From an optimization exercise on the open Yosys and OpenROAD flow, aimed at small area, a short achievable clock period and few clock cycles; shortcuts taken in it are not production practice. No functional check of the RTL was part of any run shown here.

==> config.mk <==
export PLATFORM = sky130hd
export DESIGN_NAME = DALU
export DESIGN_NICKNAME = DALU
export VERILOG_FILES = /design/flow/design.v
export SDC_FILE = /design/flow/constraint.sdc
export NUM_CORES = 4
export LEC_CHECK = 0
export CAP_MARGIN = 20
export CORE_MARGIN = 2
export CORE_UTILIZATION = 40
export SLEW_MARGIN = 20
==> constraint.sdc <==
create_clock -name core_clock -period 10.0 [get_ports {clk}]
set_input_delay 2.0000 -clock core_clock [delete_from_list [all_inputs] [get_ports {clk}]]
set_output_delay 2.0000 -clock core_clock [all_outputs]
set_load 0.01 [all_outputs]
==> design.v <==
module DALU(
	clk,
	rst,
	in_valid,
	instruction,
	out_valid,
	out
);
input clk, rst, in_valid;
input [18:0] instruction;
output reg out_valid;
output [15:0] out;
function [8:0] booth3;
	input [5:0] a;
	integer k;
	reg y1, y0, ym;
	begin
		for (k = 0; k < 3; k = k + 1) begin
			y1 = a[2*k+1];
			y0 = a[2*k];
			ym = (k == 0) ? 1'b0 : a[2*k-1];
			booth3[k] = y1 & ~(y0 & ym);
			booth3[3+k] = y0 ^ ym;
			booth3[6+k] = (y1 & ~y0 & ~ym) | (~y1 & y0 & ym);
		end
	end
endfunction
wire [2:0] op = instruction[18:16];
wire [3:0] f = instruction[3:0];
wire [5:0] si = instruction[15:10];
wire [5:0] ti = instruction[9:4];
wire [3:0] li = instruction[3:0];
wire op0 = (op == 3'd0);
wire defined = op0 ? (f <= 4'd4) : (op <= 3'd4);
wire load = in_valid & defined;
wire isop1 = op[0] & ~op[1];
wire isop2 = op[1] & ~op[0];
wire islog = op0 & ~f[2] & ~(f[1] & f[0]);
wire sub = op[2] | (op0 & f[2]);
wire selt = ~op[0] & ~op[2];    
wire d0n = li[1];
wire d01 = li[0];
wire d02 = li[1] & ~li[0];
wire d1n = li[3] & ~(li[2] & li[1]);
wire d11 = li[2] ^ li[1];
wire d12 = (li[3] & ~li[2] & ~li[1]) | (~li[3] & li[2] & li[1]);
wire [6:0] tx = {ti[5], ti};
wire [6:0] p0 = ({7{d01}} & tx) | ({7{d02}} & {tx[5:0], 1'b0});
wire [6:0] p1 = ({7{d11}} & tx) | ({7{d12}} & {tx[5:0], 1'b0});
wire [10:0] m0 = {{4{p0[6]}}, p0} ^ {11{d0n}};
wire [8:0] m1 = {{2{p1[6]}}, p1} ^ {9{d1n}};
wire [5:0] lg = (f[1:0] == 2'd0) ? (si & ti) : (f[1:0] == 2'd1) ? (si | ti) : (si ^ ti);
wire [10:0] bo = selt ? {{5{ti[5]}}, ti} : {instruction[9], instruction[9:0]};
wire [10:0] r1 = isop1 ? m0 : islog ? {{5{lg[5]}}, lg} : {{5{si[5]}}, si};
wire [10:0] r2 = isop1 ? {m1, 2'b00} : islog ? 11'd0 : (bo ^ {11{sub & ~isop2}});
wire [10:0] r3 = isop1 ? {8'd0, d1n, 1'b0, d0n} : isop2 ? {{7{li[3]}}, li} : {10'd0, sub & ~islog};
wire ic0 = r1[0] ^ r2[0];
wire ic1 = r1[0] & r2[0];
wire ic2 = r1[1] ^ r2[1] ^ r3[1];
wire ic3 = (r1[1] & r2[1]) | (r1[1] & r3[1]) | (r2[1] & r3[1]);
wire ic4 = r1[2] ^ r2[2] ^ r3[2];
wire ic5 = (r1[2] & r2[2]) | (r1[2] & r3[2]) | (r2[2] & r3[2]);
wire ic6 = r1[3] ^ r2[3] ^ r3[3];
wire ic7 = (r1[3] & r2[3]) | (r1[3] & r3[3]) | (r2[3] & r3[3]);
wire ic8 = r1[4] ^ r2[4] ^ r3[4];
wire ic9 = (r1[4] & r2[4]) | (r1[4] & r3[4]) | (r2[4] & r3[4]);
wire ic10 = r1[5] ^ r2[5] ^ r3[5];
wire ic11 = (r1[5] & r2[5]) | (r1[5] & r3[5]) | (r2[5] & r3[5]);
wire ic12 = r1[6] ^ r2[6] ^ r3[6];
wire ic13 = (r1[6] & r2[6]) | (r1[6] & r3[6]) | (r2[6] & r3[6]);
wire ic14 = r1[7] ^ r2[7] ^ r3[7];
wire ic15 = (r1[7] & r2[7]) | (r1[7] & r3[7]) | (r2[7] & r3[7]);
wire ic16 = r1[8] ^ r2[8] ^ r3[8];
wire ic17 = (r1[8] & r2[8]) | (r1[8] & r3[8]) | (r2[8] & r3[8]);
wire ic18 = r1[9] ^ r2[9] ^ r3[9];
wire ic19 = (r1[9] & r2[9]) | (r1[9] & r3[9]) | (r2[9] & r3[9]);
wire ic20 = r1[10] ^ r2[10] ^ r3[10];
wire ic21 = (r1[10] & r2[10]) | (r1[10] & r3[10]) | (r2[10] & r3[10]);
wire sum_0 = r3[0] ^ ic0;
wire sum_1 = r3[0] & ic0;
wire sum_2 = ic1 ^ ic2;
wire sum_3 = ic1 & ic2;
wire sum_4 = ic3 ^ ic4;
wire sum_5 = ic3 & ic4;
wire sum_6 = ic5 ^ ic6;
wire sum_7 = ic5 & ic6;
wire sum_8 = ic7 ^ ic8;
wire sum_9 = ic7 & ic8;
wire sum_10 = ic9 ^ ic10;
wire sum_11 = ic9 & ic10;
wire sum_12 = ic11 ^ ic12;
wire sum_13 = ic11 & ic12;
wire sum_14 = ic13 ^ ic14;
wire sum_15 = ic13 & ic14;
wire sum_16 = ic15 ^ ic16;
wire sum_17 = ic15 & ic16;
wire sum_18 = ic17 ^ ic18;
wire sum_19 = ic17 & ic18;
wire sum_20 = ic19 ^ ic20;
wire sum_21 = ic19 & ic20;
wire sum_22 = sum_3 | (sum_2 & sum_1);
wire sum_23 = sum_2 & sum_0;
wire sum_24 = sum_7 | (sum_6 & sum_5);
wire sum_25 = sum_6 & sum_4;
wire sum_26 = sum_11 | (sum_10 & sum_9);
wire sum_27 = sum_10 & sum_8;
wire sum_28 = sum_15 | (sum_14 & sum_13);
wire sum_29 = sum_14 & sum_12;
wire sum_30 = sum_19 | (sum_18 & sum_17);
wire sum_31 = sum_18 & sum_16;
wire sum_32 = sum_5 | (sum_4 & sum_22);
wire sum_33 = sum_4 & sum_23;
wire sum_34 = sum_24 | (sum_25 & sum_22);
wire sum_35 = sum_25 & sum_23;
wire sum_36 = sum_13 | (sum_12 & sum_26);
wire sum_37 = sum_12 & sum_27;
wire sum_38 = sum_28 | (sum_29 & sum_26);
wire sum_39 = sum_29 & sum_27;
wire sum_40 = sum_21 | (sum_20 & sum_30);
wire sum_41 = sum_20 & sum_31;
wire sum_42 = sum_9 | (sum_8 & sum_34);
wire sum_43 = sum_8 & sum_35;
wire sum_44 = sum_26 | (sum_27 & sum_34);
wire sum_45 = sum_27 & sum_35;
wire sum_46 = sum_36 | (sum_37 & sum_34);
wire sum_47 = sum_37 & sum_35;
wire sum_48 = sum_38 | (sum_39 & sum_34);
wire sum_49 = sum_39 & sum_35;
wire sum_50 = sum_17 | (sum_16 & sum_48);
wire sum_51 = sum_16 & sum_49;
wire sum_52 = sum_30 | (sum_31 & sum_48);
wire sum_53 = sum_31 & sum_49;
wire sum_54 = sum_40 | (sum_41 & sum_48);
wire sum_55 = sum_41 & sum_49;
wire sum_56 = sum_2 ^ sum_1;
wire sum_57 = sum_4 ^ sum_22;
wire sum_58 = sum_6 ^ sum_32;
wire sum_59 = sum_8 ^ sum_34;
wire sum_60 = sum_10 ^ sum_42;
wire sum_61 = sum_12 ^ sum_44;
wire sum_62 = sum_14 ^ sum_46;
wire sum_63 = sum_16 ^ sum_48;
wire sum_64 = sum_18 ^ sum_50;
wire sum_65 = sum_20 ^ sum_52;
wire [10:0] sum = {sum_65, sum_64, sum_63, sum_62, sum_61, sum_60, sum_59, sum_58, sum_57, sum_56, sum_0};
wire [10:0] b_in = isop2 ? {sum[10:8], sum[6], sum[5], sum[5:0]} : sum;
wire c_in = isop2 & (sum[6] ^ sum[5]);
wire [5:0] a_in = isop1 ? si : isop2 ? sum[5:0] : 6'd1;
always @(posedge clk) begin
	if (rst)
		out_valid <= 1'b0;
	else
		out_valid <= in_valid;
end
reg [2:0] an, a1, a2;    
reg c;                   
reg [10:0] b;            
always @(posedge clk) begin
	if (rst) begin
		an <= 3'd0;
		a1 <= 3'd0;
		a2 <= 3'd0;
		c <= 1'b0;
	end else if (load) begin
		{a2, a1, an} <= booth3(a_in);
		c <= c_in;
	end
end
always @(posedge clk) begin
	if (load)
		b <= b_in;
end
wire pr0_0 = ((a1[0] & b[0])) ^ an[0];
wire pr0_1 = ((a1[0] & b[1]) | (a2[0] & b[0])) ^ an[0];
wire pr0_2 = ((a1[0] & b[2]) | (a2[0] & b[1])) ^ an[0];
wire pr0_3 = ((a1[0] & b[3]) | (a2[0] & b[2])) ^ an[0];
wire pr0_4 = ((a1[0] & b[4]) | (a2[0] & b[3])) ^ an[0];
wire pr0_5 = ((a1[0] & b[5]) | (a2[0] & b[4])) ^ an[0];
wire pr0_6 = ((a1[0] & b[6]) | (a2[0] & b[5])) ^ an[0];
wire pr0_7 = ((a1[0] & b[7]) | (a2[0] & b[6])) ^ an[0];
wire pr0_8 = ((a1[0] & b[8]) | (a2[0] & b[7])) ^ an[0];
wire pr0_9 = ((a1[0] & b[9]) | (a2[0] & b[8])) ^ an[0];
wire pr0_10 = ((a1[0] & b[10]) | (a2[0] & b[9])) ^ an[0];
wire pr0_11 = ~(((a1[0] & b[10]) | (a2[0] & b[10])) ^ an[0]);
wire pr1_0 = ((a1[1] & b[0])) ^ an[1];
wire pr1_1 = ((a1[1] & b[1]) | (a2[1] & b[0])) ^ an[1];
wire pr1_2 = ((a1[1] & b[2]) | (a2[1] & b[1])) ^ an[1];
wire pr1_3 = ((a1[1] & b[3]) | (a2[1] & b[2])) ^ an[1];
wire pr1_4 = ((a1[1] & b[4]) | (a2[1] & b[3])) ^ an[1];
wire pr1_5 = ((a1[1] & b[5]) | (a2[1] & b[4])) ^ an[1];
wire pr1_6 = ((a1[1] & b[6]) | (a2[1] & b[5])) ^ an[1];
wire pr1_7 = ((a1[1] & b[7]) | (a2[1] & b[6])) ^ an[1];
wire pr1_8 = ((a1[1] & b[8]) | (a2[1] & b[7])) ^ an[1];
wire pr1_9 = ((a1[1] & b[9]) | (a2[1] & b[8])) ^ an[1];
wire pr1_10 = ~(((a1[1] & b[9]) | (a2[1] & b[9])) ^ an[1]);
wire pr2_0 = ((a1[2] & b[0])) ^ an[2];
wire pr2_1 = ((a1[2] & b[1]) | (a2[2] & b[0])) ^ an[2];
wire pr2_2 = ((a1[2] & b[2]) | (a2[2] & b[1])) ^ an[2];
wire pr2_3 = ((a1[2] & b[3]) | (a2[2] & b[2])) ^ an[2];
wire pr2_4 = ((a1[2] & b[4]) | (a2[2] & b[3])) ^ an[2];
wire pr2_5 = ((a1[2] & b[5]) | (a2[2] & b[4])) ^ an[2];
wire pr2_6 = ((a1[2] & b[6]) | (a2[2] & b[5])) ^ an[2];
wire pr2_7 = ((a1[2] & b[7]) | (a2[2] & b[6])) ^ an[2];
wire pr2_8 = ((a1[2] & b[8]) | (a2[2] & b[7])) ^ an[2];
wire pr2_9 = ((a1[2] & b[9]) | (a2[2] & b[8])) ^ an[2];
wire pc0 = an[2] ^ pr0_4;
wire pc1 = an[2] & pr0_4;
wire pc2 = pr0_5 ^ pr1_3;
wire pc3 = pr0_5 & pr1_3;
wire pc4 = pr0_6 ^ pr1_4;
wire pc5 = pr0_6 & pr1_4;
wire pc6 = pr0_7 ^ pr1_5;
wire pc7 = pr0_7 & pr1_5;
wire pc8 = pr0_8 ^ pr1_6;
wire pc9 = pr0_8 & pr1_6;
wire pc10 = pr0_9 ^ pr1_7;
wire pc11 = pr0_9 & pr1_7;
wire pc12 = pr0_10 ^ pr1_8;
wire pc13 = pr0_10 & pr1_8;
wire pc14 = ~(pr0_11 ^ pr1_9);
wire pc15 = pr0_11 | pr1_9;
wire pc16 = c ^ pr1_10;
wire pc17 = c & pr1_10;
wire pc18 = an[1] ^ pr0_2;
wire pc19 = an[1] & pr0_2;
wire pc20 = pr0_3 ^ pr1_1;
wire pc21 = pr0_3 & pr1_1;
wire pc22 = pr1_2 ^ pr2_0 ^ pc0;
wire pc23 = (pr1_2 & pr2_0) | (pr1_2 & pc0) | (pr2_0 & pc0);
wire pc24 = pr2_1 ^ pc1 ^ pc2;
wire pc25 = (pr2_1 & pc1) | (pr2_1 & pc2) | (pc1 & pc2);
wire pc26 = pr2_2 ^ pc3 ^ pc4;
wire pc27 = (pr2_2 & pc3) | (pr2_2 & pc4) | (pc3 & pc4);
wire pc28 = pr2_3 ^ pc5 ^ pc6;
wire pc29 = (pr2_3 & pc5) | (pr2_3 & pc6) | (pc5 & pc6);
wire pc30 = pr2_4 ^ pc7 ^ pc8;
wire pc31 = (pr2_4 & pc7) | (pr2_4 & pc8) | (pc7 & pc8);
wire pc32 = pr2_5 ^ pc9 ^ pc10;
wire pc33 = (pr2_5 & pc9) | (pr2_5 & pc10) | (pc9 & pc10);
wire pc34 = pr2_6 ^ pc11 ^ pc12;
wire pc35 = (pr2_6 & pc11) | (pr2_6 & pc12) | (pc11 & pc12);
wire pc36 = pr2_7 ^ pc13 ^ pc14;
wire pc37 = (pr2_7 & pc13) | (pr2_7 & pc14) | (pc13 & pc14);
wire pc38 = pr2_8 ^ pc15 ^ pc16;
wire pc39 = (pr2_8 & pc15) | (pr2_8 & pc16) | (pc15 & pc16);
wire pc40 = ~(pr2_9 ^ pc17);
wire pc41 = pr2_9 | pc17;
wire prod_0 = an[0] ^ pr0_0;
wire prod_1 = an[0] & pr0_0;
wire prod_2 = pr1_0 ^ pc18;
wire prod_3 = pr1_0 & pc18;
wire prod_4 = pc19 ^ pc20;
wire prod_5 = pc19 & pc20;
wire prod_6 = pc21 ^ pc22;
wire prod_7 = pc21 & pc22;
wire prod_8 = pc23 ^ pc24;
wire prod_9 = pc23 & pc24;
wire prod_10 = pc25 ^ pc26;
wire prod_11 = pc25 & pc26;
wire prod_12 = pc27 ^ pc28;
wire prod_13 = pc27 & pc28;
wire prod_14 = pc29 ^ pc30;
wire prod_15 = pc29 & pc30;
wire prod_16 = pc31 ^ pc32;
wire prod_17 = pc31 & pc32;
wire prod_18 = pc33 ^ pc34;
wire prod_19 = pc33 & pc34;
wire prod_20 = pc35 ^ pc36;
wire prod_21 = pc35 & pc36;
wire prod_22 = pc37 ^ pc38;
wire prod_23 = pc37 & pc38;
wire prod_24 = pc40 ^ pc39;
wire prod_25 = pc40 & pc39;
wire prod_26 = pr0_1 & prod_1;
wire prod_27 = pr0_1 & prod_0;
wire prod_28 = prod_5 | (prod_4 & prod_3);
wire prod_29 = prod_4 & prod_2;
wire prod_30 = prod_9 | (prod_8 & prod_7);
wire prod_31 = prod_8 & prod_6;
wire prod_32 = prod_13 | (prod_12 & prod_11);
wire prod_33 = prod_12 & prod_10;
wire prod_34 = prod_17 | (prod_16 & prod_15);
wire prod_35 = prod_16 & prod_14;
wire prod_36 = prod_21 | (prod_20 & prod_19);
wire prod_37 = prod_20 & prod_18;
wire prod_38 = prod_25 | (prod_24 & prod_23);
wire prod_39 = prod_24 & prod_22;
wire prod_40 = prod_3 | (prod_2 & prod_26);
wire prod_41 = prod_2 & prod_27;
wire prod_42 = prod_28 | (prod_29 & prod_26);
wire prod_43 = prod_29 & prod_27;
wire prod_44 = prod_11 | (prod_10 & prod_30);
wire prod_45 = prod_10 & prod_31;
wire prod_46 = prod_32 | (prod_33 & prod_30);
wire prod_47 = prod_33 & prod_31;
wire prod_48 = prod_19 | (prod_18 & prod_34);
wire prod_49 = prod_18 & prod_35;
wire prod_50 = prod_36 | (prod_37 & prod_34);
wire prod_51 = prod_37 & prod_35;
wire prod_52 = prod_7 | (prod_6 & prod_42);
wire prod_53 = prod_6 & prod_43;
wire prod_54 = prod_30 | (prod_31 & prod_42);
wire prod_55 = prod_31 & prod_43;
wire prod_56 = prod_44 | (prod_45 & prod_42);
wire prod_57 = prod_45 & prod_43;
wire prod_58 = prod_46 | (prod_47 & prod_42);
wire prod_59 = prod_47 & prod_43;
wire prod_60 = prod_23 | (prod_22 & prod_50);
wire prod_61 = prod_22 & prod_51;
wire prod_62 = prod_38 | (prod_39 & prod_50);
wire prod_63 = prod_39 & prod_51;
wire prod_64 = prod_15 | (prod_14 & prod_58);
wire prod_65 = prod_14 & prod_59;
wire prod_66 = prod_34 | (prod_35 & prod_58);
wire prod_67 = prod_35 & prod_59;
wire prod_68 = prod_48 | (prod_49 & prod_58);
wire prod_69 = prod_49 & prod_59;
wire prod_70 = prod_50 | (prod_51 & prod_58);
wire prod_71 = prod_51 & prod_59;
wire prod_72 = prod_60 | (prod_61 & prod_58);
wire prod_73 = prod_61 & prod_59;
wire prod_74 = prod_62 | (prod_63 & prod_58);
wire prod_75 = prod_63 & prod_59;
wire prod_76 = pr0_1 ^ prod_1;
wire prod_77 = prod_2 ^ prod_26;
wire prod_78 = prod_4 ^ prod_40;
wire prod_79 = prod_6 ^ prod_42;
wire prod_80 = prod_8 ^ prod_52;
wire prod_81 = prod_10 ^ prod_54;
wire prod_82 = prod_12 ^ prod_56;
wire prod_83 = prod_14 ^ prod_58;
wire prod_84 = prod_16 ^ prod_64;
wire prod_85 = prod_18 ^ prod_66;
wire prod_86 = prod_20 ^ prod_68;
wire prod_87 = prod_22 ^ prod_70;
wire prod_88 = prod_24 ^ prod_72;
wire [13:0] prod = {prod_88, prod_87, prod_86, prod_85, prod_84, prod_83, prod_82, prod_81, prod_80, prod_79, prod_78, prod_77, prod_76, prod_0};
assign out = {{2{prod[13]}}, prod};
endmodule
==> flow/run.sh <==
#!/bin/bash
# The standard layout (the standard.sh), with two changes:
#  - the input and output ports are buffered by buf_2 cells rather than the
#    default buffer cell;
#  - timing repair aims for 4.4 ns of setup slack beyond the requirement,
#    using cell sizing and pin swapping only.
# The full output of the make run is kept in standard_flow.log.
set -euo pipefail
bash standard.sh "BUFFER_PORTS_ARGS=-buffer_cell sky130_fd_sc_hd__buf_2" \
	SETUP_SLACK_MARGIN=4.4 SETUP_MOVE_SEQUENCE=sizeup,swap finish > standard_flow.log 2>&1
==> standard.sh <==
#!/bin/bash
# synth_recipe.tcl (not shown) runs the flow's synth.tcl, then flattens the netlist and writes it again
# the make line also repeats each setting of config.mk as NAME=value (left out here)
make -C /OpenROAD-flow-scripts/flow DESIGN_CONFIG=/design/flow/config.mk WORK_HOME=/design/flow/orfs CLKGATE_MAP_FILE= SYNTH_SCRIPT=/design/flow/synth_recipe.tcl "${@:-finish}"
==> results of run 1 <==
[metrics by stage]
stage,cells,setup slack [ps],hold WS (ps),utilization [%]
2_1_floorplan,497,4258,457.9,-
3_3_place_gp,627,3855,494.9,42.32
3_5_place_dp,627,3767,503.0,42.32
4_1_cts,631,4224,514.5,43.75
5_1_grt,631,4072,544.5,44.49
6_report,631,4259,523.8,44.49
[repair_timing]
item	4_1_cts	5_1_grt
setup endpoints to repair	14	14
pin swaps	14	10
gates cloned	0	0
resized for setup	26	21
[worst min-delay path: stages (launching register included)]
cell	delay [ps]
dfxtp_1	320
inv_1	70
o32ai_2	80
[Yosys cell counts, types with 3 or more instances]
master / n
o21ai_0: 22
a31oi_1: 3
dfxtp_1: 11
a22oi_1: 39
xor2_1: 21
buf_4: 18
nor2_1: 31
nor2b_1: 10
buf_2: 7
fa_1: 25
or3_1: 3
buf_1: 3
clkbuf_1: 16
inv_1: 48
ha_1: 48
a21oi_1: 26
a22o_1: 3
xnor2_1: 46
nand3_1: 3
nor3_1: 4
or2_2: 3
nand2b_1: 4
mux2i_1: 17
o22ai_1: 9
a211oi_1: 4
nand2_1: 22
edfxtp_1: 11
and2_1: 3
a21o_1: 4
[worst max path at each step]
stage | slack, ps | cells past startpoint | start | end
after floorplan | 4260 | 17 | instruction[2] | a2[2]$_SDFFE_PP0P_
after global placement | 3850 | 16 | instruction[18] | a2[2]$_SDFFE_PP0P_
after detailed placement | 3770 | 16 | instruction[18] | a2[2]$_SDFFE_PP0P_
after CTS | 4220 | 16 | instruction[16] | a2[2]$_SDFFE_PP0P_
after global routing | 4070 | 16 | instruction[16] | a2[2]$_SDFFE_PP0P_
final | 4260 | 15 | b[3]$_DFFE_PP_ | out[8]
[per-layer routing]
metal | GRT usage (%) | up-vias | share of wire, %
met5 | 0 | - | 0
met4 | 2.597 | 0 | 0.76
met3 | 0.9119 | 4 | 2.9
met2 | 29.85 | 53 | 49
met1 | 22.15 | 1609 | 47
li1 | - | 1703 | -
[final cells by class]
type / count / area [um2]
Inverter: 50 / 187.7
Timing Repair Buffer: 40 / 237.7
Tap cell: 136 / 170.2
Multi-Input combinational cell: 379 / 3376
Fill cell: 1040 / 5705
Clock buffer: 4 / 45.04
Sequential cell: 22 / 555.5
[cells by family (layout without fill, tap and decap cells)]
kind of cell	count (synthesis)	after routing	share of synthesized area [%]
AND/OR/NAND/NOR	94	94	10.89
buffers and inverters	96	94	10.71
flip-flops	22	22	13.05
AO/OA/AOI/OAI	127	127	20.74
adder cells (fa/ha/maj)	73	73	26.11
XOR/XNOR	68	68	14.48
multiplexers	17	17	4.034
[sequential cells by signal (all words and copies together) (netlist names)]
name and count:
a1 3, a2 3, an 3, b 11, c 1, out_valid 1
[placed cells by master, fill, tap and decap left out, types with 7 or more instances in the layout]
cell	netlist	routed
a21oi_1	26	24
a22oi_1	39	37
buf_2	7	33
dfxtp_1	11	7
edfxtp_1	11	11
fa_1	25	21
ha_1	48	45
inv_1	48	46
mux2i_1	17	17
nand2_1	22	22
nor2_1	31	29
nor2b_1	10	7
o21ai_0	22	16
o22ai_1	9	7
xnor2_1	46	45
xor2_1	21	21
==> metrics.md, run 1 <==
| Metric | Value |
|---|---|
| CTS Sinks | 22 |
| Ys Warns | 1 |
| WL/cell | between 10 and 15 um |
| Finish-stage setup viols | 0 |
| Die height | 106.7 um |
| Element type at the critical path start | flip-flop |
| Worst-path cell chain | a22oi_2 > xnor2_1 > ha_1 > inv_2 > fa_2 > inv_2 > ha_4 > a21oi_2 > nor2b_1 > a311o_1 > and2_4 > o21ai_2 > nand2b_1 > fa_2 > buf_6 |
| I/O pin cnt | 39 |
| Die X | between 100 and 150 um |
| R2R depth | 2 |
| Hpwl dp | 7061 um |
| Setup_tns | 0 ps |
| Cts hold-fix bufs | 0 |
| Max_cap viols | 0 |
| Die ar. | 11380 um2 |
| Drt pass-1 iters | 4 |
| Gpl congestion | 0.8502 |
| Register area share after synthesis | 13.05% |
| Largest cells by area after synthesis | ha_1 (14%), fa_1 (12%), xnor2_1 (9.6%) |
| Post-synth EDFFs | 11 |
| Crit path max fanout | 6 |
| Vias in the first global route | 3324 |
| Reg-to-Reg Start | an[2]$_SDFFE_PP0P_ |
| Worst-case clock buffer depth | 2 |
| Syn nets | about 590 |
| Layout cells sized above 1 | 18.59% |
| Post-CTS setup buffer count | 0 |
| Initial antenna violation count | 0 |
| Flop2flop setup slack | around 9000 ps |
| Status | no timing/DRC/antenna violations |
| I/O Buffers | 38 |
| Synth cell types | 56 |
| Top-area cell type share of the netlist area | 14.24% |
| Hold Violations, Final | 0 |
| Core footprint | around 10000 um2 |
| WHS Endpoint | c$_SDFFE_PP0P_ |
| Crit path DAT | 3740 ps |
| Vias per cell | roughly 5.3 |
| Critical Path Sink Type | primary output |
| Synth area leader | ha_1 |
| Fin crit share | between 50% and 60% |
| Crit path kind | reg2out |
| Design area | 4572 um2 |
| Core Rows | 37 |
| Syn Area/Cell | 8.487 um2 |
| Routed Antenna Nets | 0 |
| Gr usage total | between 10% and 20% |
| Post-Syn Instances | 497 |
| TritonCTS clock tree | built |
| Clk_skew | 0 ps |
| Max frequency | ~0.17 GHz |
| R2R Path End | an[2]$_SDFFE_PP0P_ |
| Mapped Area | around 4200 um2 |
| DRT iter0 DRCs | around 150 |
| Min-Delay Startpoint | c$_SDFFE_PP0P_ |
| Post-route minimum period | approximately 5700 ps |
| Clock buffer count from CTS | 3 |
| Dominant synthesized flop cell | edfxtp_1 |
| Critical path's slowest cell | fa_2 |
| Worst EP required | 8000 ps |
| Worst Path Buf+Inv | 3 |
| DP Area | ~4300 um2 |
| Cell family with most CP delay | adder cells |
| Pin count of the biggest net entering global routing | 34 |
| HP Class | reg2reg |
| Number of remaining DRC errors | 0 |
| Hold depth | 2 |
| Tightest Pin Transition | between 600 and 700 ps |
| Root Buffer Master | clkbuf_8 |
| Number of inserted diodes | 0 |
| H-Tree Depth | 1 |
| Clk Latency, worst-skew pair | around 250 ps |
| Register bit count reported by yosys | 22 |
| Initial core utilization | 41.04% |
| DR vias | ~3400 |
| Max-slew violations | 0 |
| # nets final | 591 |
| Largest stage delay, worst path | 550 ps |
| Routed wire length | 9079 um |
| Clock slew at reported path FFs | ~70 ps |
| Total congestion overflow | 0 |
| RSZ-0062 raised after global routing | true |
| Layout area overhead | 8.395% |
| Relative slew slack | 56.19% |
| Post-synth ARST share | 0% |
| First-pass GRT wire length | 15610 um |
==> inputs of run 2 (changes only) <==
--- a/design.v
+++ b/design.v
@@ -34,9 +34,8 @@
 wire defined = op0 ? (f <= 4'd4) : (op <= 3'd4);
 wire load = in_valid & defined;
-wire isop1 = op[0] & ~op[1];
-wire isop2 = op[1] & ~op[0];
+wire isop1 = (op == 3'd1);
+wire isop2 = (op == 3'd2);
 wire islog = op0 & ~f[2] & ~(f[1] & f[0]);
-wire sub = op[2] | (op0 & f[2]);
-wire selt = ~op[0] & ~op[2];    
+wire sub = op0 ? f[2] : op[2];
 wire d0n = li[1];
 wire d01 = li[0];
@@ -51,5 +50,5 @@
 wire [8:0] m1 = {{2{p1[6]}}, p1} ^ {9{d1n}};
 wire [5:0] lg = (f[1:0] == 2'd0) ? (si & ti) : (f[1:0] == 2'd1) ? (si | ti) : (si ^ ti);
-wire [10:0] bo = selt ? {{5{ti[5]}}, ti} : {instruction[9], instruction[9:0]};
+wire [10:0] bo = (op0 | isop2) ? {{5{ti[5]}}, ti} : {instruction[9], instruction[9:0]};
 wire [10:0] r1 = isop1 ? m0 : islog ? {{5{lg[5]}}, lg} : {{5{si[5]}}, si};
 wire [10:0] r2 = isop1 ? {m1, 2'b00} : islog ? 11'd0 : (bo ^ {11{sub & ~isop2}});
@@ -204,4 +203,5 @@
 wire pr2_8 = ((a1[2] & b[8]) | (a2[2] & b[7])) ^ an[2];
 wire pr2_9 = ((a1[2] & b[9]) | (a2[2] & b[8])) ^ an[2];
+wire pr2_10 = ~(((a1[2] & b[9]) | (a2[2] & b[9])) ^ an[2]);
 wire pc0 = an[2] ^ pr0_4;
 wire pc1 = an[2] & pr0_4;
@@ -272,68 +272,119 @@
 wire prod_24 = pc40 ^ pc39;
 wire prod_25 = pc40 & pc39;
-wire prod_26 = pr0_1 & prod_1;
-wire prod_27 = pr0_1 & prod_0;
-wire prod_28 = prod_5 | (prod_4 & prod_3);
-wire prod_29 = prod_4 & prod_2;
-wire prod_30 = prod_9 | (prod_8 & prod_7);
-wire prod_31 = prod_8 & prod_6;
-wire prod_32 = prod_13 | (prod_12 & prod_11);
-wire prod_33 = prod_12 & prod_10;
-wire prod_34 = prod_17 | (prod_16 & prod_15);
-wire prod_35 = prod_16 & prod_14;
-wire prod_36 = prod_21 | (prod_20 & prod_19);
-wire prod_37 = prod_20 & prod_18;
-wire prod_38 = prod_25 | (prod_24 & prod_23);
-wire prod_39 = prod_24 & prod_22;
-wire prod_40 = prod_3 | (prod_2 & prod_26);
-wire prod_41 = prod_2 & prod_27;
-wire prod_42 = prod_28 | (prod_29 & prod_26);
-wire prod_43 = prod_29 & prod_27;
-wire prod_44 = prod_11 | (prod_10 & prod_30);
-wire prod_45 = prod_10 & prod_31;
-wire prod_46 = prod_32 | (prod_33 & prod_30);
-wire prod_47 = prod_33 & prod_31;
-wire prod_48 = prod_19 | (prod_18 & prod_34);
-wire prod_49 = prod_18 & prod_35;
-wire prod_50 = prod_36 | (prod_37 & prod_34);
-wire prod_51 = prod_37 & prod_35;
-wire prod_52 = prod_7 | (prod_6 & prod_42);
-wire prod_53 = prod_6 & prod_43;
-wire prod_54 = prod_30 | (prod_31 & prod_42);
-wire prod_55 = prod_31 & prod_43;
-wire prod_56 = prod_44 | (prod_45 & prod_42);
-wire prod_57 = prod_45 & prod_43;
-wire prod_58 = prod_46 | (prod_47 & prod_42);
-wire prod_59 = prod_47 & prod_43;
-wire prod_60 = prod_23 | (prod_22 & prod_50);
-wire prod_61 = prod_22 & prod_51;
-wire prod_62 = prod_38 | (prod_39 & prod_50);
-wire prod_63 = prod_39 & prod_51;
-wire prod_64 = prod_15 | (prod_14 & prod_58);
-wire prod_65 = prod_14 & prod_59;
-wire prod_66 = prod_34 | (prod_35 & prod_58);
-wire prod_67 = prod_35 & prod_59;
-wire prod_68 = prod_48 | (prod_49 & prod_58);
-wire prod_69 = prod_49 & prod_59;
-wire prod_70 = prod_50 | (prod_51 & prod_58);
-wire prod_71 = prod_51 & prod_59;
-wire prod_72 = prod_60 | (prod_61 & prod_58);
-wire prod_73 = prod_61 & prod_59;
-wire prod_74 = prod_62 | (prod_63 & prod_58);
-wire prod_75 = prod_63 & prod_59;
-wire prod_76 = pr0_1 ^ prod_1;
-wire prod_77 = prod_2 ^ prod_26;
-wire prod_78 = prod_4 ^ prod_40;
-wire prod_79 = prod_6 ^ prod_42;
-wire prod_80 = prod_8 ^ prod_52;
-wire prod_81 = prod_10 ^ prod_54;
-wire prod_82 = prod_12 ^ prod_56;
-wire prod_83 = prod_14 ^ prod_58;
-wire prod_84 = prod_16 ^ prod_64;
-wire prod_85 = prod_18 ^ prod_66;
-wire prod_86 = prod_20 ^ prod_68;
-wire prod_87 = prod_22 ^ prod_70;
-wire prod_88 = prod_24 ^ prod_72;
-wire [13:0] prod = {prod_88, prod_87, prod_86, prod_85, prod_84, prod_83, prod_82, prod_81, prod_80, prod_79, prod_78, prod_77, prod_76, prod_0};
-assign out = {{2{prod[13]}}, prod};
+wire prod_26 = pr2_10 ^ pc41;
+wire prod_27 = pr2_10 & pc41;
+wire prod_28 = pr0_1 & prod_1;
+wire prod_29 = pr0_1 & prod_0;
+wire prod_30 = prod_2 & pr0_1;
+wire prod_31 = prod_5 | (prod_4 & prod_3);
+wire prod_32 = prod_4 & prod_2;
+wire prod_33 = prod_7 | (prod_6 & prod_5);
+wire prod_34 = prod_6 & prod_4;
+wire prod_35 = prod_9 | (prod_8 & prod_7);
+wire prod_36 = prod_8 & prod_6;
+wire prod_37 = prod_11 | (prod_10 & prod_9);
+wire prod_38 = prod_10 & prod_8;
+wire prod_39 = prod_13 | (prod_12 & prod_11);
+wire prod_40 = prod_12 & prod_10;
+wire prod_41 = prod_15 | (prod_14 & prod_13);
+wire prod_42 = prod_14 & prod_12;
+wire prod_43 = prod_17 | (prod_16 & prod_15);
+wire prod_44 = prod_16 & prod_14;
+wire prod_45 = prod_19 | (prod_18 & prod_17);
+wire prod_46 = prod_18 & prod_16;
+wire prod_47 = prod_21 | (prod_20 & prod_19);
+wire prod_48 = prod_20 & prod_18;
+wire prod_49 = prod_23 | (prod_22 & prod_21);
+wire prod_50 = prod_22 & prod_20;
+wire prod_51 = prod_25 | (prod_24 & prod_23);
+wire prod_52 = prod_24 & prod_22;
+wire prod_53 = prod_27 | (prod_26 & prod_25);
+wire prod_54 = prod_26 & prod_24;
+wire prod_55 = 1'b1 & prod_27;
+wire prod_56 = 1'b1 & prod_26;
+wire prod_57 = prod_3 | (prod_30 & prod_1);
+wire prod_58 = prod_30 & prod_0;
+wire prod_59 = prod_31 | (prod_32 & prod_28);
+wire prod_60 = prod_32 & prod_29;
+wire prod_61 = prod_33 | (prod_34 & prod_3);
+wire prod_62 = prod_34 & prod_30;
+wire prod_63 = prod_35 | (prod_36 & prod_31);
+wire prod_64 = prod_36 & prod_32;
+wire prod_65 = prod_37 | (prod_38 & prod_33);
+wire prod_66 = prod_38 & prod_34;
+wire prod_67 = prod_39 | (prod_40 & prod_35);
+wire prod_68 = prod_40 & prod_36;
+wire prod_69 = prod_41 | (prod_42 & prod_37);
+wire prod_70 = prod_42 & prod_38;
+wire prod_71 = prod_43 | (prod_44 & prod_39);
+wire prod_72 = prod_44 & prod_40;
+wire prod_73 = prod_45 | (prod_46 & prod_41);
+wire prod_74 = prod_46 & prod_42;
+wire prod_75 = prod_47 | (prod_48 & prod_43);
+wire prod_76 = prod_48 & prod_44;
+wire prod_77 = prod_49 | (prod_50 & prod_45);
+wire prod_78 = prod_50 & prod_46;
+wire prod_79 = prod_51 | (prod_52 & prod_47);
+wire prod_80 = prod_52 & prod_48;
+wire prod_81 = prod_53 | (prod_54 & prod_49);
+wire prod_82 = prod_54 & prod_50;
+wire prod_83 = prod_55 | (prod_56 & prod_51);
+wire prod_84 = prod_56 & prod_52;
+wire prod_85 = prod_61 | (prod_62 & prod_1);
+wire prod_86 = prod_62 & prod_0;
+wire prod_87 = prod_63 | (prod_64 & prod_28);
+wire prod_88 = prod_64 & prod_29;
+wire prod_89 = prod_65 | (prod_66 & prod_57);
+wire prod_90 = prod_66 & prod_58;
+wire prod_91 = prod_67 | (prod_68 & prod_59);
+wire prod_92 = prod_68 & prod_60;
+wire prod_93 = prod_69 | (prod_70 & prod_61);
+wire prod_94 = prod_70 & prod_62;
+wire prod_95 = prod_71 | (prod_72 & prod_63);
+wire prod_96 = prod_72 & prod_64;
+wire prod_97 = prod_73 | (prod_74 & prod_65);
+wire prod_98 = prod_74 & prod_66;
+wire prod_99 = prod_75 | (prod_76 & prod_67);
+wire prod_100 = prod_76 & prod_68;
+wire prod_101 = prod_77 | (prod_78 & prod_69);
+wire prod_102 = prod_78 & prod_70;
+wire prod_103 = prod_79 | (prod_80 & prod_71);
+wire prod_104 = prod_80 & prod_72;
+wire prod_105 = prod_81 | (prod_82 & prod_73);
+wire prod_106 = prod_82 & prod_74;
+wire prod_107 = prod_83 | (prod_84 & prod_75);
+wire prod_108 = prod_84 & prod_76;
+wire prod_109 = prod_93 | (prod_94 & prod_1);
+wire prod_110 = prod_94 & prod_0;
+wire prod_111 = prod_95 | (prod_96 & prod_28);
+wire prod_112 = prod_96 & prod_29;
+wire prod_113 = prod_97 | (prod_98 & prod_57);
+wire prod_114 = prod_98 & prod_58;
+wire prod_115 = prod_99 | (prod_100 & prod_59);
+wire prod_116 = prod_100 & prod_60;
+wire prod_117 = prod_101 | (prod_102 & prod_85);
+wire prod_118 = prod_102 & prod_86;
+wire prod_119 = prod_103 | (prod_104 & prod_87);
+wire prod_120 = prod_104 & prod_88;
+wire prod_121 = prod_105 | (prod_106 & prod_89);
+wire prod_122 = prod_106 & prod_90;
+wire prod_123 = prod_107 | (prod_108 & prod_91);
+wire prod_124 = prod_108 & prod_92;
+wire prod_125 = pr0_1 ^ prod_1;
+wire prod_126 = prod_2 ^ prod_28;
+wire prod_127 = prod_4 ^ prod_57;
+wire prod_128 = prod_6 ^ prod_59;
+wire prod_129 = prod_8 ^ prod_85;
+wire prod_130 = prod_10 ^ prod_87;
+wire prod_131 = prod_12 ^ prod_89;
+wire prod_132 = prod_14 ^ prod_91;
+wire prod_133 = prod_16 ^ prod_109;
+wire prod_134 = prod_18 ^ prod_111;
+wire prod_135 = prod_20 ^ prod_113;
+wire prod_136 = prod_22 ^ prod_115;
+wire prod_137 = prod_24 ^ prod_117;
+wire prod_138 = prod_26 ^ prod_119;
+wire prod_139 = 1'b1 ^ prod_121;
+wire [15:0] prod = {prod_139, prod_138, prod_137, prod_136, prod_135, prod_134, prod_133, prod_132, prod_131, prod_130, prod_129, prod_128, prod_127, prod_126, prod_125, prod_0};
+assign out = prod;
 endmodule
==> flow/run.sh (replaced) <==
#!/bin/bash
# The standard layout, with the ports buffered by buf_2 cells and timing
# repair aiming for setup slack beyond the requirement (sizeup,swap).
set -euo pipefail
bash standard.sh "BUFFER_PORTS_ARGS=-buffer_cell sky130_fd_sc_hd__buf_2" \
	SETUP_SLACK_MARGIN=4.4 SETUP_MOVE_SEQUENCE=sizeup,swap finish > standard_flow.log 2>&1
--- a/config.mk
+++ b/config.mk
@@ -8,4 +8,4 @@
 export CAP_MARGIN = 20
 export CORE_MARGIN = 2
-export CORE_UTILIZATION = 40
+export CORE_UTILIZATION = 70
 export SLEW_MARGIN = 20
==> run 2 against run 1 <==
Effect of this change: still clean on timing, DRC and antenna; wire length rose by 6.5%; clock skew did not move; core utilization rose by 36 points; largest cell class unchanged.
==> metrics.md, run 2 <==
| Metric | Value |
|---|---|
| Syn nets | around 630 |
| Crit path DAT | 5690 ps |
| R2R depth | 2 |
| Hold Violations, Final | 0 |
| Max FFs per register | 11 |
| Routed wire length | 9671 um |
| I/O Buffers | 38 |
| Top post-synthesis cells by count | ha_1 (51), inv_1 (49), xnor2_1 (44) |
| Placement Setup Slack | 3606 ps |
| Vias in the first global route | 3535 |
| Clock buffer count from CTS | 3 |
| Crit path max fanout | 8 |
| Post-synth ARST share | 0% |
| Worst EP required | approximately 10000 ps |
| Vias per cell | ~6.3 |
| Ys Warns | 1 |
| DRT iter0 DRCs | between 100 and 150 |
| Dominant synthesized flop cell | edfxtp_1 |
| Layout cells sized above 1 | between 10% and 20% |
| Finish-stage setup viols | 0 |
| Relative slew slack | 38.37% |
| Worst Hold Slack | a little over 600 ps |
| Initial antenna violation count | 0 |
| Die ar. | between 6000 and 7000 um2 |
| HP Class | reg2reg |
| WL/cell | between 15 and 20 um |
| Core footprint | between 5000 and 6000 um2 |
| Tightest Pin Transition | 924.4 ps |
| Top-area cell type share of the netlist area | between 10% and 20% |
| Cts hold-fix bufs | 0 |
| Post-Syn Instances | 534 |
| Number of remaining DRC errors | 0 |
| Fin crit share | a little under three fifths |
| Worst-case clock buffer depth | 2 |
| RSZ-0062 raised after global routing | true |
| TritonCTS clock tree | built |
| Final worst slack | around 4500 ps |
| Most frequent cells in the layout | inv_1 (46), ha_1 (46), xnor2_1 (43) |
| Post-CTS setup buffer count | 0 |
| Largest Register | b |
| Hold depth | 2 |
| Synth area leader | ha_1 |
| Design area | between 4000 and 5000 um2 |
| Post-route minimum period | between 5000 and 6000 ps |
| Critical Path Sink Type | flip-flop |
| Number of inserted diodes | 0 |
| Register area share after synthesis | between 10% and 20% |
| Hpwl dp | about 7500 um |
| Die X | slightly above 80 um |
| Max frequency | roughly 0.18 GHz |
| Core Rows | 28 |
| Register bit count reported by yosys | 22 |
| Status | no timing/DRC/antenna violations |
| Clock slew at reported path FFs | 80 ps |
| Synth cell types | just under 60 |
| I/O pin cnt | 39 |
| Total congestion overflow | 0 |
| # nets final | ~630 |
| Clk_skew | 0 ps |
| Gr usage total | 26.44% |
| Clk Latency, worst-skew pair | 260 ps |
| Flop2flop setup slack | 9010 ps |
| Element type at the critical path start | input pin |
| Post-synth EDFFs | 11 |
| Layout area overhead | 9.888% |
| Initial core utilization | 73.08% |
| Mapped Area | ~4400 um2 |
| Max_cap viols | 0 |
| Root Buffer Master | clkbuf_8 |
| Syn Area/Cell | between 8 and 9 um2 |
| DP Area | about 4400 um2 |
| Gpl congestion | approximately 0.9 |
| Pin count of the biggest net entering global routing | 33 |
| Largest cells by area after synthesis | ha_1 (15%), fa_1 (10%), xnor2_1 (8.8%) |
| Die height | between 80 and 90 um |
| Max-slew violations | 0 |
| Setup_tns | 0 ps |
| H-Tree Depth | 1 |
| First-pass GRT wire length | 15670 um |
| Routed Antenna Nets | 0 |
| CTS Sinks | 22 |
| DR vias | between 3000 and 4000 |
| Drt pass-1 iters | 5 |
| Crit path kind | in2reg |
| Cell with the most instances after synthesis | ha_1 |
==> run 2: layout make-up <==
| cell class | instances | area, um2 |
|---|---|---|
| Multi-Input combinational cell | 420 | 3645 |
| Fill cell | 400 | 1180 |
| Clock buffer | 4 | 66.31 |
| Tap cell | 75 | 93.84 |
| Timing Repair Buffer | 38 | 260.3 |
| Inverter | 49 | 186.4 |
| Sequential cell | 22 | 559.3 |
==> run 2: metal layers <==
layer	GRT usage [%]	wire length [um]
met4	9.240	224
met1	31.76	3925
met3	1.392	373
met5	0	0
met2	49.71	5147
==> run 2: through the flow <==
step                      cells  utilization, %
after floorplan             534               -
after global placement      604           74.08
after detailed placement    604           74.08
after CTS                   608           76.23
after global routing        608           80.30
final                       608           80.30
==> run 2: worst max-delay path: stages <==
cell,delay (ps)
clkbuf_4,180
and3b_1,220
or2_4,280
a22oi_2,140
xor2_1,160
a22oi_1,120
fa_1,530
inv_1,60
ha_4,270
o21a_1,140
nor2_2,60
fa_2,530
inv_2,40
a22oi_2,120
nor2_2,70
or4_4,510
a311oi_2,250
==> run 2: kinds of logic (layout without fill, tap and decap cells) <==
family / Yosys count / after routing / share of synthesized area, %
DFF: 22 / 22 / 12.58
and+or+nand+nor: 118 / 118 / 13.58
adders and majority gates: 73 / 73 / 24.64
buffers and inverters: 92 / 91 / 9.431
xor gates and xnor gates: 68 / 68 / 13.95
muxes: 13 / 13 / 2.972
AOI/OAI and AO/OA: 148 / 148 / 22.86
==> run 2: path summary, 6_finish.rpt <==
check / start / end
worst min-delay path: a2[0]$_SDFFE_PP0P_ / a2[0]$_SDFFE_PP0P_
worst max register to register: a1[0]$_SDFFE_PP0P_ / a1[0]$_SDFFE_PP0P_
worst min register to register: a2[0]$_SDFFE_PP0P_ / a2[0]$_SDFFE_PP0P_
worst max-delay path: instruction[2] / a2[2]$_SDFFE_PP0P_
==> run 2: timing repair <==
item,CTS,global route
gates resized for setup,22,73
endpoints found under the setup margin,13,10
pin swaps,0,32
==> inputs of run 3 (changes only) <==
--- a/design.v
+++ b/design.v
@@ -34,8 +34,9 @@
 wire defined = op0 ? (f <= 4'd4) : (op <= 3'd4);
 wire load = in_valid & defined;
-wire isop1 = (op == 3'd1);
-wire isop2 = (op == 3'd2);
+wire isop1 = op[0] & ~op[1];
+wire isop2 = op[1] & ~op[0];
 wire islog = op0 & ~f[2] & ~(f[1] & f[0]);
-wire sub = op0 ? f[2] : op[2];
+wire sub = op[2] | (op0 & f[2]);
+wire selt = ~op[0] & ~op[2];    
 wire d0n = li[1];
 wire d01 = li[0];
@@ -50,5 +51,5 @@
 wire [8:0] m1 = {{2{p1[6]}}, p1} ^ {9{d1n}};
 wire [5:0] lg = (f[1:0] == 2'd0) ? (si & ti) : (f[1:0] == 2'd1) ? (si | ti) : (si ^ ti);
-wire [10:0] bo = (op0 | isop2) ? {{5{ti[5]}}, ti} : {instruction[9], instruction[9:0]};
+wire [10:0] bo = selt ? {{5{ti[5]}}, ti} : {instruction[9], instruction[9:0]};
 wire [10:0] r1 = isop1 ? m0 : islog ? {{5{lg[5]}}, lg} : {{5{si[5]}}, si};
 wire [10:0] r2 = isop1 ? {m1, 2'b00} : islog ? 11'd0 : (bo ^ {11{sub & ~isop2}});
@@ -100,47 +101,71 @@
 wire sum_22 = sum_3 | (sum_2 & sum_1);
 wire sum_23 = sum_2 & sum_0;
-wire sum_24 = sum_7 | (sum_6 & sum_5);
-wire sum_25 = sum_6 & sum_4;
-wire sum_26 = sum_11 | (sum_10 & sum_9);
-wire sum_27 = sum_10 & sum_8;
-wire sum_28 = sum_15 | (sum_14 & sum_13);
-wire sum_29 = sum_14 & sum_12;
-wire sum_30 = sum_19 | (sum_18 & sum_17);
-wire sum_31 = sum_18 & sum_16;
-wire sum_32 = sum_5 | (sum_4 & sum_22);
-wire sum_33 = sum_4 & sum_23;
-wire sum_34 = sum_24 | (sum_25 & sum_22);
-wire sum_35 = sum_25 & sum_23;
-wire sum_36 = sum_13 | (sum_12 & sum_26);
-wire sum_37 = sum_12 & sum_27;
-wire sum_38 = sum_28 | (sum_29 & sum_26);
-wire sum_39 = sum_29 & sum_27;
-wire sum_40 = sum_21 | (sum_20 & sum_30);
-wire sum_41 = sum_20 & sum_31;
-wire sum_42 = sum_9 | (sum_8 & sum_34);
-wire sum_43 = sum_8 & sum_35;
-wire sum_44 = sum_26 | (sum_27 & sum_34);
-wire sum_45 = sum_27 & sum_35;
-wire sum_46 = sum_36 | (sum_37 & sum_34);
-wire sum_47 = sum_37 & sum_35;
-wire sum_48 = sum_38 | (sum_39 & sum_34);
-wire sum_49 = sum_39 & sum_35;
-wire sum_50 = sum_17 | (sum_16 & sum_48);
-wire sum_51 = sum_16 & sum_49;
-wire sum_52 = sum_30 | (sum_31 & sum_48);
-wire sum_53 = sum_31 & sum_49;
-wire sum_54 = sum_40 | (sum_41 & sum_48);
-wire sum_55 = sum_41 & sum_49;
-wire sum_56 = sum_2 ^ sum_1;
-wire sum_57 = sum_4 ^ sum_22;
-wire sum_58 = sum_6 ^ sum_32;
-wire sum_59 = sum_8 ^ sum_34;
-wire sum_60 = sum_10 ^ sum_42;
-wire sum_61 = sum_12 ^ sum_44;
-wire sum_62 = sum_14 ^ sum_46;
-wire sum_63 = sum_16 ^ sum_48;
-wire sum_64 = sum_18 ^ sum_50;
-wire sum_65 = sum_20 ^ sum_52;
-wire [10:0] sum = {sum_65, sum_64, sum_63, sum_62, sum_61, sum_60, sum_59, sum_58, sum_57, sum_56, sum_0};
+wire sum_24 = sum_5 | (sum_4 & sum_3);
+wire sum_25 = sum_4 & sum_2;
+wire sum_26 = sum_7 | (sum_6 & sum_5);
+wire sum_27 = sum_6 & sum_4;
+wire sum_28 = sum_9 | (sum_8 & sum_7);
+wire sum_29 = sum_8 & sum_6;
+wire sum_30 = sum_11 | (sum_10 & sum_9);
+wire sum_31 = sum_10 & sum_8;
+wire sum_32 = sum_13 | (sum_12 & sum_11);
+wire sum_33 = sum_12 & sum_10;
+wire sum_34 = sum_15 | (sum_14 & sum_13);
+wire sum_35 = sum_14 & sum_12;
+wire sum_36 = sum_17 | (sum_16 & sum_15);
+wire sum_37 = sum_16 & sum_14;
+wire sum_38 = sum_19 | (sum_18 & sum_17);
+wire sum_39 = sum_18 & sum_16;
+wire sum_40 = sum_21 | (sum_20 & sum_19);
+wire sum_41 = sum_20 & sum_18;
+wire sum_42 = sum_24 | (sum_25 & sum_1);
+wire sum_43 = sum_25 & sum_0;
+wire sum_44 = sum_26 | (sum_27 & sum_22);
+wire sum_45 = sum_27 & sum_23;
+wire sum_46 = sum_28 | (sum_29 & sum_24);
+wire sum_47 = sum_29 & sum_25;
+wire sum_48 = sum_30 | (sum_31 & sum_26);
+wire sum_49 = sum_31 & sum_27;
+wire sum_50 = sum_32 | (sum_33 & sum_28);
+wire sum_51 = sum_33 & sum_29;
+wire sum_52 = sum_34 | (sum_35 & sum_30);
+wire sum_53 = sum_35 & sum_31;
+wire sum_54 = sum_36 | (sum_37 & sum_32);
+wire sum_55 = sum_37 & sum_33;
+wire sum_56 = sum_38 | (sum_39 & sum_34);
+wire sum_57 = sum_39 & sum_35;
+wire sum_58 = sum_40 | (sum_41 & sum_36);
+wire sum_59 = sum_41 & sum_37;
+wire sum_60 = sum_46 | (sum_47 & sum_1);
+wire sum_61 = sum_47 & sum_0;
+wire sum_62 = sum_48 | (sum_49 & sum_22);
+wire sum_63 = sum_49 & sum_23;
+wire sum_64 = sum_50 | (sum_51 & sum_42);
+wire sum_65 = sum_51 & sum_43;
+wire sum_66 = sum_52 | (sum_53 & sum_44);
+wire sum_67 = sum_53 & sum_45;
+wire sum_68 = sum_54 | (sum_55 & sum_46);
+wire sum_69 = sum_55 & sum_47;
+wire sum_70 = sum_56 | (sum_57 & sum_48);
+wire sum_71 = sum_57 & sum_49;
+wire sum_72 = sum_58 | (sum_59 & sum_50);
+wire sum_73 = sum_59 & sum_51;
+wire sum_74 = sum_68 | (sum_69 & sum_1);
+wire sum_75 = sum_69 & sum_0;
+wire sum_76 = sum_70 | (sum_71 & sum_22);
+wire sum_77 = sum_71 & sum_23;
+wire sum_78 = sum_72 | (sum_73 & sum_42);
+wire sum_79 = sum_73 & sum_43;
+wire sum_80 = sum_2 ^ sum_1;
+wire sum_81 = sum_4 ^ sum_22;
+wire sum_82 = sum_6 ^ sum_42;
+wire sum_83 = sum_8 ^ sum_44;
+wire sum_84 = sum_10 ^ sum_60;
+wire sum_85 = sum_12 ^ sum_62;
+wire sum_86 = sum_14 ^ sum_64;
+wire sum_87 = sum_16 ^ sum_66;
+wire sum_88 = sum_18 ^ sum_74;
+wire sum_89 = sum_20 ^ sum_76;
+wire [10:0] sum = {sum_89, sum_88, sum_87, sum_86, sum_85, sum_84, sum_83, sum_82, sum_81, sum_80, sum_0};
 wire [10:0] b_in = isop2 ? {sum[10:8], sum[6], sum[5], sum[5:0]} : sum;
 wire c_in = isop2 & (sum[6] ^ sum[5]);
@@ -156,12 +181,7 @@
 reg [10:0] b;            
 always @(posedge clk) begin
-	if (rst) begin
-		an <= 3'd0;
-		a1 <= 3'd0;
-		a2 <= 3'd0;
-		c <= 1'b0;
-	end else if (load) begin
-		{a2, a1, an} <= booth3(a_in);
-		c <= c_in;
+	if (load | rst) begin
+		{a2, a1, an} <= booth3(a_in) & {9{~rst}};
+		c <= c_in & ~rst;
 	end
 end
==> flow/run.sh (replaced) <==
#!/bin/bash
# The standard layout, with the ports buffered by buf_2 cells and timing
# repair aiming for setup slack beyond the requirement by sizing cells only.
set -euo pipefail
bash standard.sh "BUFFER_PORTS_ARGS=-buffer_cell sky130_fd_sc_hd__buf_2" \
	SETUP_SLACK_MARGIN=4.4 SETUP_MOVE_SEQUENCE=sizeup,swap finish > standard_flow.log 2>&1
--- a/config.mk
+++ b/config.mk
@@ -8,4 +8,4 @@
 export CAP_MARGIN = 20
 export CORE_MARGIN = 2
-export CORE_UTILIZATION = 70
+export CORE_UTILIZATION = 40
 export SLEW_MARGIN = 20
==> run 3 against run 2 <==
Effect of this change: clock-buffer cell count is the same; critical path type is now reg2out; sequential share of layout area grew 2.3 points; final area down 3.2%; highest routed layer unchanged; sequential cell count is the same; global-route usage down 9.9 points; wire length is 3.1% lower; critical path depth fell by 4.
==> metrics.md, run 3 <==
| Metric | Value |
|---|---|
| Worst-path cell chain | xnor2_1 > ha_1 > inv_2 > fa_1 > inv_2 > ha_4 > a211o_1 > o21bai_4 > nand2_2 > o221ai_2 > mux2_2 > a211oi_2 > buf_2 |
| Crit path kind | reg2out |
| Element type at the critical path start | flip-flop |
| DP Area | 4504 um2 |
| Fin crit share | a little under three fifths |
| DRT iter0 DRCs | approximately 170 |
| Initial antenna violation count | 0 |
| Crit path DAT | roughly 3600 ps |
| Synth area leader | ha_1 |
| Drt pass-1 iters | 4 |
| Setup_tns | 0 ps |
| Max_cap viols | 0 |
| Relative slew slack | 52.77% |
| Number of inserted diodes | 0 |
| Largest Register | b |
| Tightest Pin Transition | just over 700 ps |
| Syn Area/Cell | 8.359 um2 |
| Core Rows | 38 |
| I/O pin cnt | 39 |
| Layout Cells excl Fill | 660 |
| Vias per cell | about 5.4 |
| Max FFs per register | 11 |
| Total congestion overflow | 0 |
| Clock slew at reported path FFs | approximately 70 ps |
| Largest stage delay, worst path | 780 ps |
| Worst-case clock buffer depth | 2 |
| Top cell by count, worst path | inv_2 |
| Largest cells by area after synthesis | ha_1 (15%), edfxtp_1 (14%), xnor2_1 (9.0%) |
| Worst EP required | about 8000 ps |
| Reg area | about 650 um2 |
| Die X | about 110 um |
| Top post-synthesis cells by count | ha_1 (52), xnor2_1 (45), inv_1 (39) |
| Routed Antenna Nets | 0 |
| Gr usage total | 16.52% |
| Number of remaining DRC errors | 0 |
| TritonCTS clock tree | built |
| Post-CTS setup buffer count | 0 |
| Critical Path Sink Type | primary output |
| Post-route minimum period | roughly 5600 ps |
| Hpwl dp | around 7500 um |
| HP Class | in2reg |
| # fillers | between 1000 and 1500 |
| CTS Sinks | 22 |
| Hold Violations, Final | 0 |
| DR vias | 3560 |
| Post-synth ARST share | 0% |
| Initial core utilization | approximately two fifths |
| First-pass GRT wire length | ~16000 um |
| Post-synth EDFFs | 21 |
| Top-area cell type share of the netlist area | between 10% and 20% |
| # nets final | approximately 600 |
| Status | no timing/DRC/antenna violations |
| Max frequency | 0.1773 GHz |
| RSZ-0062 raised after global routing | true |
| Core footprint | between 10000 and 15000 um2 |
| Design area | 4656 um2 |
| Die ar. | roughly 12000 um2 |
| WHS Endpoint | out_valid$_SDFF_PP0_ |
| Vias in the first global route | approximately 3500 |
| Routed wire length | approximately 9400 um |
| Dominant synthesized flop cell | edfxtp_1 |
| Finish-stage setup viols | 0 |
| Most common cell after layout, fill and taps aside | ha_1 |
| Mapped Area | ~4400 um2 |
| Worst Hold Slack | around 2000 ps |
| Hold depth | 2 |
| Critical path's slowest cell | edfxtp_1 |
| Layout cells sized above 1 | between 15 and 20% |
| Clock buffer count from CTS | 3 |
| Register area share after synthesis | 14.80% |
| Root Buffer Master | clkbuf_8 |
| Ys Warns | 1 |
| Layout area overhead | 5.891% |
| Max-slew violations | 0 |
| H-Tree Depth | 1 |
| Pin count of the biggest net entering global routing | 34 |
| Area of the multi-input gates | about 3400 um2 |
| Synth cell types | 57 |
| Final worst slack | ~4400 ps |
| Most frequent cells in the layout | ha_1 (50), xnor2_1 (44), inv_1 (37), buf_2 (37), nor2_1 (35) |
| Crit path max fanout | 14 |
| Placed insts | roughly 660 |
| Die height | ~110 um |
| WL/cell | ~14 um |
| Placement Setup Slack | between 4000 and 5000 ps |
| Min-Delay Startpoint | in_valid |
| Syn nets | slightly above 600 |
| Cell with the most instances after synthesis | ha_1 |
| Post-Syn Instances | around 530 |
| Gpl congestion | about 0.85 |
| I/O Buffers | 38 |
| Register bit count reported by yosys | 22 |
-- run 3: changes by cell type in the layout (fill, tap and decap cells not counted), moves of 7 or more --
cell	change
a21oi_1	+8
buf_2	+10
dfxtp_2	-7
edfxtp_1	+10
inv_1	-9
nor2_1	+7
nor2b_1	+7
o21ai_0	+12
-- run 3: timing repair --
item | 4_1_cts | 5_1_grt
setup endpoints to repair | 7 | 17
hold buffers | 0 | 0
gates resized for setup | 13 | 8
pin swaps | 7 | 8
-- run 3: worst max path at each step --
stage	start	end	slack [ps]	cells past startpoint
6_report	an[0]$_DFFE_PP_	out[14]	4360	13
5_1_grt	an[0]$_DFFE_PP_	out[15]	4170	11
4_1_cts	a1[0]$_DFFE_PP_	out[14]	4340	11
3_5_place_dp	instruction[1]	a1[2]$_DFFE_PP_	4150	14
3_3_place_gp	instruction[1]	a1[2]$_DFFE_PP_	4170	14
2_1_floorplan	an[0]$_DFFE_PP_	out[10]	4520	15
-- run 3: kinds of logic after synthesis --
group,Yosys count,synth area share [%]
AOI/OAI and AO/OA,165,25.73
and+or+nand+nor,101,10.59
buffers and inverters,89,9.533
muxes,11,2.561
DFF,22,14.80
xor gates and xnor gates,67,13.35
adders and majority gates,71,23.45
-- run 3: worst max-delay path: cells and delay by family, from the launching register on --
family,cells,cell delay [ps]
flops,1,780
buf+inv,3,240
xor+xnor,1,140
compound gates,4,760
fa+ha+maj,3,1050
simple gates,1,130
mux,1,290
-- run 3: metrics by stage --
stage | utilization, %
3_5_place_dp | 41.73
5_1_grt | 43.14
6_report | 43.14
3_3_place_gp | 41.73
4_1_cts | 42.85
2_1_floorplan | -
-- run 3: layer usage --
metal / global-route usage, % / up-vias / share of wire [%]
met4: 2.473 / 0 / 0.54
met1: 20.16 / 1658 / 45
li1: - / 1843 / -
met5: 0 / - / 0
met3: 0.7173 / 4 / 2.5
met2: 32.41 / 55 / 52
-- run 3: layout make-up --
cell class,count,share of cell area (%)
clock buffers,4,1.182
inverters,39,3.144
multi-input cells,415,73.47
flip-flops and latches,22,13.97
well taps,140,3.762
repair buffers,40,4.461

==> afterwards: timing with drivers on the ports <==
The flow's constraints put no driver on any port. The routed layouts listed below were extracted and timed again, unchanged, in two steps.
Step 1 (the two cells are an assumption about what drives the block):
set clk [get_ports {clk}]
set_driving_cell -lib_cell sky130_fd_sc_hd__clkbuf_16 $clk
set_driving_cell -lib_cell sky130_fd_sc_hd__buf_2 [delete_from_list [all_inputs] $clk]
Step 2 adds t to the input delays and takes it off the output delays; t is the mean of the earliest and latest rising clock arrival at the registers after step 1. Input paths then give back, and output paths get back, about the clock's delay inside the block.
Slacks: ideal ports / drivers / drivers and shift; pairs: ideal ports / drivers.
run	shift t [ns]	setup slack, ns	worst setup path at the end
run 1	0.284	4.259 / 4.227 / 3.954	input to register
run 2	0.284	4.484 / 4.478 / 4.194	input to register
run 3	0.282	4.360 / 4.329 / 4.386	input to register
After both steps every run listed still meets setup and hold. The setup slack of run 1, which loses most, moves by -0.032 ns with the drivers and by -0.305 ns with both steps.
